What follows belongs to an exercise in optimizing a design on an open flow for a short achievable clock period and few clock cycles; a production flow would make more cautious choices.
Where RTL was checked, it was by simulation tests only, not by an equivalence proof against the original.
No activity file was given, so power comes from the tool's default toggle rates.

==> run a: inputs <==
==> flow/design.v <==
`timescale 1ns / 1ps
module cpu
#(
    parameter ADDR_WIDTH = 16,
    parameter DATA_WIDTH = 16
)
(
    input clk,
    input reset_n,
    input [DATA_WIDTH-1:0] data_in,
    output [ADDR_WIDTH-1:0] addr,
    output [DATA_WIDTH-1:0] data_out,
    output we_n
);
reg [15:0] A;        
reg [15:0] DO;       
reg        WEN;      
reg [15:0] PC;       
reg [15:0] AC;
reg        E;
reg [15:0] DR;       
reg        pend;     
reg sF, sI, sR, sW, sH;
reg oAND, oADD, oLDA, oSTA, oBUN, oBSA, oISZ;
reg zskip;           
assign addr = A;
assign data_out = DO;
assign we_n = WEN;
wire [15:0] ir = data_in;
wire [2:0] op = ir[14:12];
wire       ib = ir[15];
wire [11:0] f = ir[11:0];
wire rr = (op == 3'd7) & ~ib;
wire io = (op == 3'd7) & ib;
wire [15:0] pc1 = PC + 16'd1;
wire [15:0] pc2 = PC + 16'd2;
wire acz = (AC == 16'd0);
wire r_cla = rr & (f == 12'h800);
wire r_cle = rr & (f == 12'h400);
wire r_cma = rr & (f == 12'h200);
wire r_cme = rr & (f == 12'h100);
wire r_cir = rr & (f == 12'h080);
wire r_cil = rr & (f == 12'h040);
wire r_inc = rr & (f == 12'h020);
wire r_hlt = rr & (f == 12'h001);
wire skipm = (f == 12'h010 & ~AC[15]) | (f == 12'h008 & AC[15]) |
             (f == 12'h004 & acz) | (f == 12'h002 & ~E);
wire [16:0] sum = {1'b0, AC} + {1'b0, DR};
wire [15:0] ac_now = pend ? sum[15:0] : AC;
always @(posedge clk or negedge reset_n) begin
    if (!reset_n) begin
        A <= 16'd0;
        DO <= 16'd0;
        WEN <= 1'b1;
        PC <= 16'd0;
        AC <= 16'd0;
        E <= 1'b0;
        DR <= 16'd0;
        pend <= 1'b0;
        sF <= 1'b1; sI <= 1'b0; sR <= 1'b0; sW <= 1'b0; sH <= 1'b0;
        oAND <= 1'b0; oADD <= 1'b0; oLDA <= 1'b0; oSTA <= 1'b0;
        oBUN <= 1'b0; oBSA <= 1'b0; oISZ <= 1'b0;
        zskip <= 1'b0;
    end else begin
        if (sF) begin
            if (pend) begin
                AC <= sum[15:0];
                E <= sum[16];
                pend <= 1'b0;
            end
            if (!(pend & rr)) begin
                oAND <= (op == 3'd0);
                oADD <= (op == 3'd1);
                oLDA <= (op == 3'd2);
                oSTA <= (op == 3'd3);
                oBUN <= (op == 3'd4);
                oBSA <= (op == 3'd5);
                oISZ <= (op == 3'd6);
                if (io | r_hlt) begin
                    sF <= 1'b0;
                    sH <= 1'b1;
                end else if (rr) begin
                    A <= skipm ? pc2 : pc1;
                    PC <= skipm ? pc2 : pc1;
                    if (r_cla) AC <= 16'd0;
                    if (r_cle) E <= 1'b0;
                    if (r_cma) AC <= ~AC;
                    if (r_cme) E <= ~E;
                    if (r_cir) begin AC <= {E, AC[15:1]}; E <= AC[0]; end
                    if (r_cil) begin AC <= {AC[14:0], E}; E <= AC[15]; end
                    if (r_inc) AC <= AC + 16'd1;
                end else if (op == 3'd4 && !ib) begin
                    A <= {4'd0, f};
                    PC <= {4'd0, f};
                end else begin
                    A <= {4'd0, f};
                    PC <= pc1;
                    sF <= 1'b0;
                    if (ib) begin
                        sI <= 1'b1;
                    end else if (op == 3'd3 || op == 3'd5) begin
                        sW <= 1'b1;
                        WEN <= 1'b0;
                        DO <= (op == 3'd3) ? ac_now : pc1;
                    end else begin
                        sR <= 1'b1;
                    end
                end
            end
        end
        if (sI) begin
            A <= data_in;
            sI <= 1'b0;
            if (oBUN) begin
                PC <= data_in;
                sF <= 1'b1;
            end else if (oSTA | oBSA) begin
                sW <= 1'b1;
                WEN <= 1'b0;
                DO <= oSTA ? AC : PC;
            end else begin
                sR <= 1'b1;
            end
        end
        if (sR) begin
            sR <= 1'b0;
            if (oISZ) begin
                DO <= data_in + 16'd1;
                zskip <= (data_in == 16'hFFFF);
                WEN <= 1'b0;
                sW <= 1'b1;
            end else begin
                if (oAND) AC <= AC & data_in;
                if (oADD) begin DR <= data_in; pend <= 1'b1; end
                if (oLDA) AC <= data_in;
                A <= PC;
                sF <= 1'b1;
            end
        end
        if (sW) begin
            WEN <= 1'b1;
            sW <= 1'b0;
            sF <= 1'b1;
            if (oBSA) begin
                A <= A + 16'd1;
                PC <= A + 16'd1;
            end else if (oISZ & zskip) begin
                A <= pc1;
                PC <= pc1;
            end else begin
                A <= PC;
            end
        end
    end
end
endmodule
==> flow/run.sh <==
#!/bin/bash
# synth_recipe.tcl (not shown) runs the flow's synth.tcl, then flattens the netlist and writes it again
# the make line also repeats each setting of config.mk as NAME=value (left out here)
make -C /OpenROAD-flow-scripts/flow DESIGN_CONFIG=/design/flow/config.mk WORK_HOME=/design/flow/orfs CLKGATE_MAP_FILE= SYNTH_SCRIPT=/design/flow/synth_recipe.tcl finish
==> flow/config.mk <==
export PLATFORM = sky130hd
export DESIGN_NAME = cpu
export DESIGN_NICKNAME = cpu
export VERILOG_FILES = /design/flow/design.v
export SDC_FILE = /design/flow/constraint.sdc
export NUM_CORES = 4
export LEC_CHECK = 0
export ABC_CLOCK_PERIOD_IN_PS = 2000
export CAP_MARGIN = 20
export CORE_MARGIN = 2
export CORE_UTILIZATION = 25
export SETUP_SLACK_MARGIN = 2.0
export SLEW_MARGIN = 20
==> flow/constraint.sdc <==
create_clock -name core_clock -period 4.0 [get_ports {clk}]
set_input_delay 0.8000 -clock core_clock [delete_from_list [all_inputs] [get_ports {clk}]]
set_output_delay 0.8000 -clock core_clock [all_outputs]
set_load 0.01 [all_outputs]
==> run b: changes against run a <==
==> flow/design.v, changed modules only <==
module cpu
#(
    parameter ADDR_WIDTH = 16,
    parameter DATA_WIDTH = 16
)
(
    input clk,
    input reset_n,
    input [DATA_WIDTH-1:0] data_in,
    output [ADDR_WIDTH-1:0] addr,
    output [DATA_WIDTH-1:0] data_out,
    output we_n
);
function [15:0] inc16(input [15:0] a);
    reg [15:0] c;
    integer i, l;
    begin
        c = a;               
        for (l = 1; l < 16; l = l * 2)
            for (i = 15; i >= 0; i = i - 1)
                if (i >= l) c[i] = c[i] & c[i - l];
        inc16 = a ^ {c[14:0], 1'b1};
    end
endfunction
function [16:0] add16(input [15:0] a, input [15:0] b);
    reg [15:0] g, p, gn, pn;
    integer i, l;
    begin
        g = a & b;
        p = a | b;
        for (l = 1; l < 16; l = l * 2) begin
            gn = g; pn = p;
            for (i = 0; i < 16; i = i + 1)
                if (i >= l) begin
                    gn[i] = g[i] | (p[i] & g[i - l]);
                    pn[i] = p[i] & p[i - l];
                end
            g = gn; p = pn;
        end
        add16 = {g[15], (a ^ b) ^ {g[14:0], 1'b0}};
    end
endfunction
reg [15:0] A;        
reg [15:0] DO;       
reg        WEN;      
reg [15:0] PC;       
reg [15:0] AC;
reg        E;
reg [15:0] DR;       
reg        pend;     
reg sF, sI, sR, sW, sH;
reg oAND, oADD, oLDA, oSTA, oBUN, oBSA, oISZ;
reg zskip;           
assign addr = A;
assign data_out = DO;
assign we_n = WEN;
wire [15:0] ir = data_in;
wire [2:0] op = ir[14:12];
wire       ib = ir[15];
wire [11:0] f = ir[11:0];
wire rr = (op == 3'd7) & ~ib;
wire io = (op == 3'd7) & ib;
wire [15:0] pc1 = inc16(PC);
wire [15:0] pc2h = inc16({1'b0, PC[15:1]});
wire [15:0] pc2 = {pc2h[14:0], PC[0]};
wire acz = (AC == 16'd0);
wire r_cla = rr & (f == 12'h800);
wire r_cle = rr & (f == 12'h400);
wire r_cma = rr & (f == 12'h200);
wire r_cme = rr & (f == 12'h100);
wire r_cir = rr & (f == 12'h080);
wire r_cil = rr & (f == 12'h040);
wire r_inc = rr & (f == 12'h020);
wire r_hlt = rr & (f == 12'h001);
wire skipm = (f == 12'h010 & ~AC[15]) | (f == 12'h008 & AC[15]) |
             (f == 12'h004 & acz) | (f == 12'h002 & ~E);
wire [16:0] sum = add16(AC, DR);
wire [15:0] ac_now = pend ? sum[15:0] : AC;
always @(posedge clk or negedge reset_n) begin
    if (!reset_n) begin
        A <= 16'd0;
        DO <= 16'd0;
        WEN <= 1'b1;
        PC <= 16'd0;
        AC <= 16'd0;
        E <= 1'b0;
        DR <= 16'd0;
        pend <= 1'b0;
        sF <= 1'b1; sI <= 1'b0; sR <= 1'b0; sW <= 1'b0; sH <= 1'b0;
        oAND <= 1'b0; oADD <= 1'b0; oLDA <= 1'b0; oSTA <= 1'b0;
        oBUN <= 1'b0; oBSA <= 1'b0; oISZ <= 1'b0;
        zskip <= 1'b0;
    end else begin
        if (sF) begin
            if (pend) begin
                AC <= sum[15:0];
                E <= sum[16];
                pend <= 1'b0;
            end
            if (!(pend & rr)) begin
                oAND <= (op == 3'd0);
                oADD <= (op == 3'd1);
                oLDA <= (op == 3'd2);
                oSTA <= (op == 3'd3);
                oBUN <= (op == 3'd4);
                oBSA <= (op == 3'd5);
                oISZ <= (op == 3'd6);
                if (io | r_hlt) begin
                    sF <= 1'b0;
                    sH <= 1'b1;
                end else if (rr) begin
                    A <= skipm ? pc2 : pc1;
                    PC <= skipm ? pc2 : pc1;
                    if (r_cla) AC <= 16'd0;
                    if (r_cle) E <= 1'b0;
                    if (r_cma) AC <= ~AC;
                    if (r_cme) E <= ~E;
                    if (r_cir) begin AC <= {E, AC[15:1]}; E <= AC[0]; end
                    if (r_cil) begin AC <= {AC[14:0], E}; E <= AC[15]; end
                    if (r_inc) AC <= inc16(AC);
                end else if (op == 3'd4 && !ib) begin
                    A <= {4'd0, f};
                    PC <= {4'd0, f};
                end else begin
                    A <= {4'd0, f};
                    PC <= pc1;
                    sF <= 1'b0;
                    if (ib) begin
                        sI <= 1'b1;
                    end else if (op == 3'd3 || op == 3'd5) begin
                        sW <= 1'b1;
                        WEN <= 1'b0;
                        DO <= (op == 3'd3) ? ac_now : pc1;
                    end else begin
                        sR <= 1'b1;
                    end
                end
            end
        end
        if (sI) begin
            A <= data_in;
            sI <= 1'b0;
            if (oBUN) begin
                PC <= data_in;
                sF <= 1'b1;
            end else if (oSTA | oBSA) begin
                sW <= 1'b1;
                WEN <= 1'b0;
                DO <= oSTA ? AC : PC;
            end else begin
                sR <= 1'b1;
            end
        end
        if (sR) begin
            sR <= 1'b0;
            if (oISZ) begin
                DO <= inc16(data_in);
                zskip <= (data_in == 16'hFFFF);
                WEN <= 1'b0;
                sW <= 1'b1;
            end else begin
                if (oAND) AC <= AC & data_in;
                if (oADD) begin DR <= data_in; pend <= 1'b1; end
                if (oLDA) AC <= data_in;
                A <= PC;
                sF <= 1'b1;
            end
        end
        if (sW) begin
            WEN <= 1'b1;
            sW <= 1'b0;
            sF <= 1'b1;
            if (oBSA) begin
                A <= inc16(A);
                PC <= inc16(A);
            end else if (oISZ & zskip) begin
                A <= pc1;
                PC <= pc1;
            end else begin
                A <= PC;
            end
        end
    end
end
endmodule
==> run c: changes against run a <==
==> flow/design.v, changed modules only <==
module cpu
#(
    parameter ADDR_WIDTH = 16,
    parameter DATA_WIDTH = 16
)
(
    input clk,
    input reset_n,
    input [DATA_WIDTH-1:0] data_in,
    output [ADDR_WIDTH-1:0] addr,
    output [DATA_WIDTH-1:0] data_out,
    output we_n
);
reg [15:0] A;        
reg [15:0] DO;       
reg        WEN;      
reg [15:0] PC;       
reg [15:0] AC;
reg        E;
reg sF, sI, sR, sW, sH;
reg oAND, oADD, oLDA, oSTA, oBUN, oBSA, oISZ;
reg zskip;           
assign addr = A;
assign data_out = DO;
assign we_n = WEN;
wire [15:0] ir = data_in;
wire [2:0] op = ir[14:12];
wire       ib = ir[15];
wire [11:0] f = ir[11:0];
wire rr = (op == 3'd7) & ~ib;
wire io = (op == 3'd7) & ib;
wire [15:0] pc1 = PC + 16'd1;
wire [15:0] pc2 = PC + 16'd2;
wire acz = (AC == 16'd0);
wire r_cla = rr & (f == 12'h800);
wire r_cle = rr & (f == 12'h400);
wire r_cma = rr & (f == 12'h200);
wire r_cme = rr & (f == 12'h100);
wire r_cir = rr & (f == 12'h080);
wire r_cil = rr & (f == 12'h040);
wire r_inc = rr & (f == 12'h020);
wire r_spa = rr & (f == 12'h010);
wire r_sna = rr & (f == 12'h008);
wire r_sza = rr & (f == 12'h004);
wire r_sze = rr & (f == 12'h002);
wire r_hlt = rr & (f == 12'h001);
wire skip = (r_spa & ~AC[15]) | (r_sna & AC[15]) | (r_sza & acz) | (r_sze & ~E);
wire [16:0] sum = {1'b0, AC} + {1'b0, data_in};
always @(posedge clk or negedge reset_n) begin
    if (!reset_n) begin
        A <= 16'd0;
        DO <= 16'd0;
        WEN <= 1'b1;
        PC <= 16'd0;
        AC <= 16'd0;
        E <= 1'b0;
        sF <= 1'b1; sI <= 1'b0; sR <= 1'b0; sW <= 1'b0; sH <= 1'b0;
        oAND <= 1'b0; oADD <= 1'b0; oLDA <= 1'b0; oSTA <= 1'b0;
        oBUN <= 1'b0; oBSA <= 1'b0; oISZ <= 1'b0;
        zskip <= 1'b0;
    end else begin
        if (sF) begin
            oAND <= (op == 3'd0);
            oADD <= (op == 3'd1);
            oLDA <= (op == 3'd2);
            oSTA <= (op == 3'd3);
            oBUN <= (op == 3'd4);
            oBSA <= (op == 3'd5);
            oISZ <= (op == 3'd6);
            if (io | r_hlt) begin
                sF <= 1'b0;
                sH <= 1'b1;
            end else if (rr) begin
                A <= skip ? pc2 : pc1;
                PC <= skip ? pc2 : pc1;
                if (r_cla) AC <= 16'd0;
                if (r_cle) E <= 1'b0;
                if (r_cma) AC <= ~AC;
                if (r_cme) E <= ~E;
                if (r_cir) begin AC <= {E, AC[15:1]}; E <= AC[0]; end
                if (r_cil) begin AC <= {AC[14:0], E}; E <= AC[15]; end
                if (r_inc) AC <= AC + 16'd1;
            end else if (op == 3'd4 && !ib) begin
                A <= {4'd0, f};
                PC <= {4'd0, f};
            end else begin
                A <= {4'd0, f};
                PC <= pc1;
                sF <= 1'b0;
                if (ib) begin
                    sI <= 1'b1;
                end else if (op == 3'd3 || op == 3'd5) begin
                    sW <= 1'b1;
                    WEN <= 1'b0;
                    DO <= (op == 3'd3) ? AC : pc1;
                end else begin
                    sR <= 1'b1;
                end
            end
        end
        if (sI) begin
            A <= data_in;
            sI <= 1'b0;
            if (oBUN) begin
                PC <= data_in;
                sF <= 1'b1;
            end else if (oSTA | oBSA) begin
                sW <= 1'b1;
                WEN <= 1'b0;
                DO <= oSTA ? AC : PC;
            end else begin
                sR <= 1'b1;
            end
        end
        if (sR) begin
            sR <= 1'b0;
            if (oISZ) begin
                DO <= data_in + 16'd1;
                zskip <= (data_in == 16'hFFFF);
                WEN <= 1'b0;
                sW <= 1'b1;
            end else begin
                if (oAND) AC <= AC & data_in;
                if (oADD) begin AC <= sum[15:0]; E <= sum[16]; end
                if (oLDA) AC <= data_in;
                A <= PC;
                sF <= 1'b1;
            end
        end
        if (sW) begin
            WEN <= 1'b1;
            sW <= 1'b0;
            sF <= 1'b1;
            if (oBSA) begin
                A <= A + 16'd1;
                PC <= A + 16'd1;
            end else if (oISZ & zskip) begin
                A <= pc1;
                PC <= pc1;
            end else begin
                A <= PC;
            end
        end
    end
end
endmodule
ABC_CLOCK_PERIOD_IN_PS = unset   (was 2000)
CORE_UTILIZATION = 40   (was 25)
SETUP_SLACK_MARGIN = unset   (was 2.0)
==> notes <==
Run c completed without violations. Run a completed without violations. Run b completed with no timing, DRC or antenna violations. In run b the worst hold slack is worse than in run c, by 0.050 ns. Between run c and run a, the lower first-iteration DRC count is in run c (gap about 5%, measured against run a). The lowest sequential power belongs to run c, the highest to run b. In run a the via count is higher than in run c, by about 12%. Clock skew: run a is higher than run c (0.0014 ns). Between run a and run b, the lower die area is in run a (gap 4.9%, measured against run b). Flip-flop and latch count: run c is lower than run b (17).
==> figures <==
quantity                                                                run a       run c       run b
Total of flip-flops plus latches after synthesis                           95          78          95
Clk_skew                                                            0.0168 ns   0.0154 ns   0.0124 ns
Cell area power density                                            730 mW/mm2  688 mW/mm2  719 mW/mm2
Seq pwr share                                                           0.203       0.272       0.199
Worst reg2reg path endpoint                                                 E        A[8]      DO[12]
Worst Path Class, Setup                                            reg -> reg   in -> reg  reg -> reg
Result of the run                            no timing/DRC/antenna violations  no timing/DRC/antenna violations  no timing/DRC/antenna violations
Fraction of synthesized cell area taken by the top area cell type       0.243       0.221       0.231
DR WL met2                                                            19.5 mm     15.9 mm     22.3 mm
Clock Power                                                           1030 uW      972 uW      959 uW
Buffering stage count on the worst path with inverters included             0           2           3
Internal power consumption                                            5060 uW     3350 uW     5040 uW
Period Utilization, post-route                                          0.702       0.897       0.664
Compound-gate portion of the synthesized area                           0.304       0.327       0.298
Global routing met1 resource utilization                                0.290       0.465       0.307
Met2 track utilization from global routing                              0.333       0.487       0.362
Testbench counts of run b, summed over its fixed seeds: cycles 8,959.
The RTL of run a and run c was laid out without a check of its function.

static timing again, ports no longer ideal:
Ports are ideal in the flow. The routed layouts listed here were re-timed in OpenROAD. Step 1: set_driving_cell puts a clkbuf_16 on clk and a buf_2 on each other input, an assumption about the parent block. Step 2 adds t to the input delays and takes it off the output delays; t is the mean of the earliest and latest rising clock arrival at the registers after step 1. Input paths then give back, and output paths get back, about the clock's delay inside the block. a / b / c = ideal / step 1 / step 2; a / b = the first two.
run | t (ns) | setup slack, ns | slew at the worst register clock pin (ns)
run a | 0.426 | 1.192 / 1.192 / 0.852 | 0.09 / 0.09
run b | 0.424 | 1.344 / 1.344 / 0.941 | 0.08 / 0.08
run c | 0.412 | 0.411 / 0.440 / 0.028 | 0.08 / 0.08
After both steps every run listed still meets setup and hold. The setup slack of run b, which loses most, moves by 0.000 ns with the drivers and by -0.403 ns with both steps.
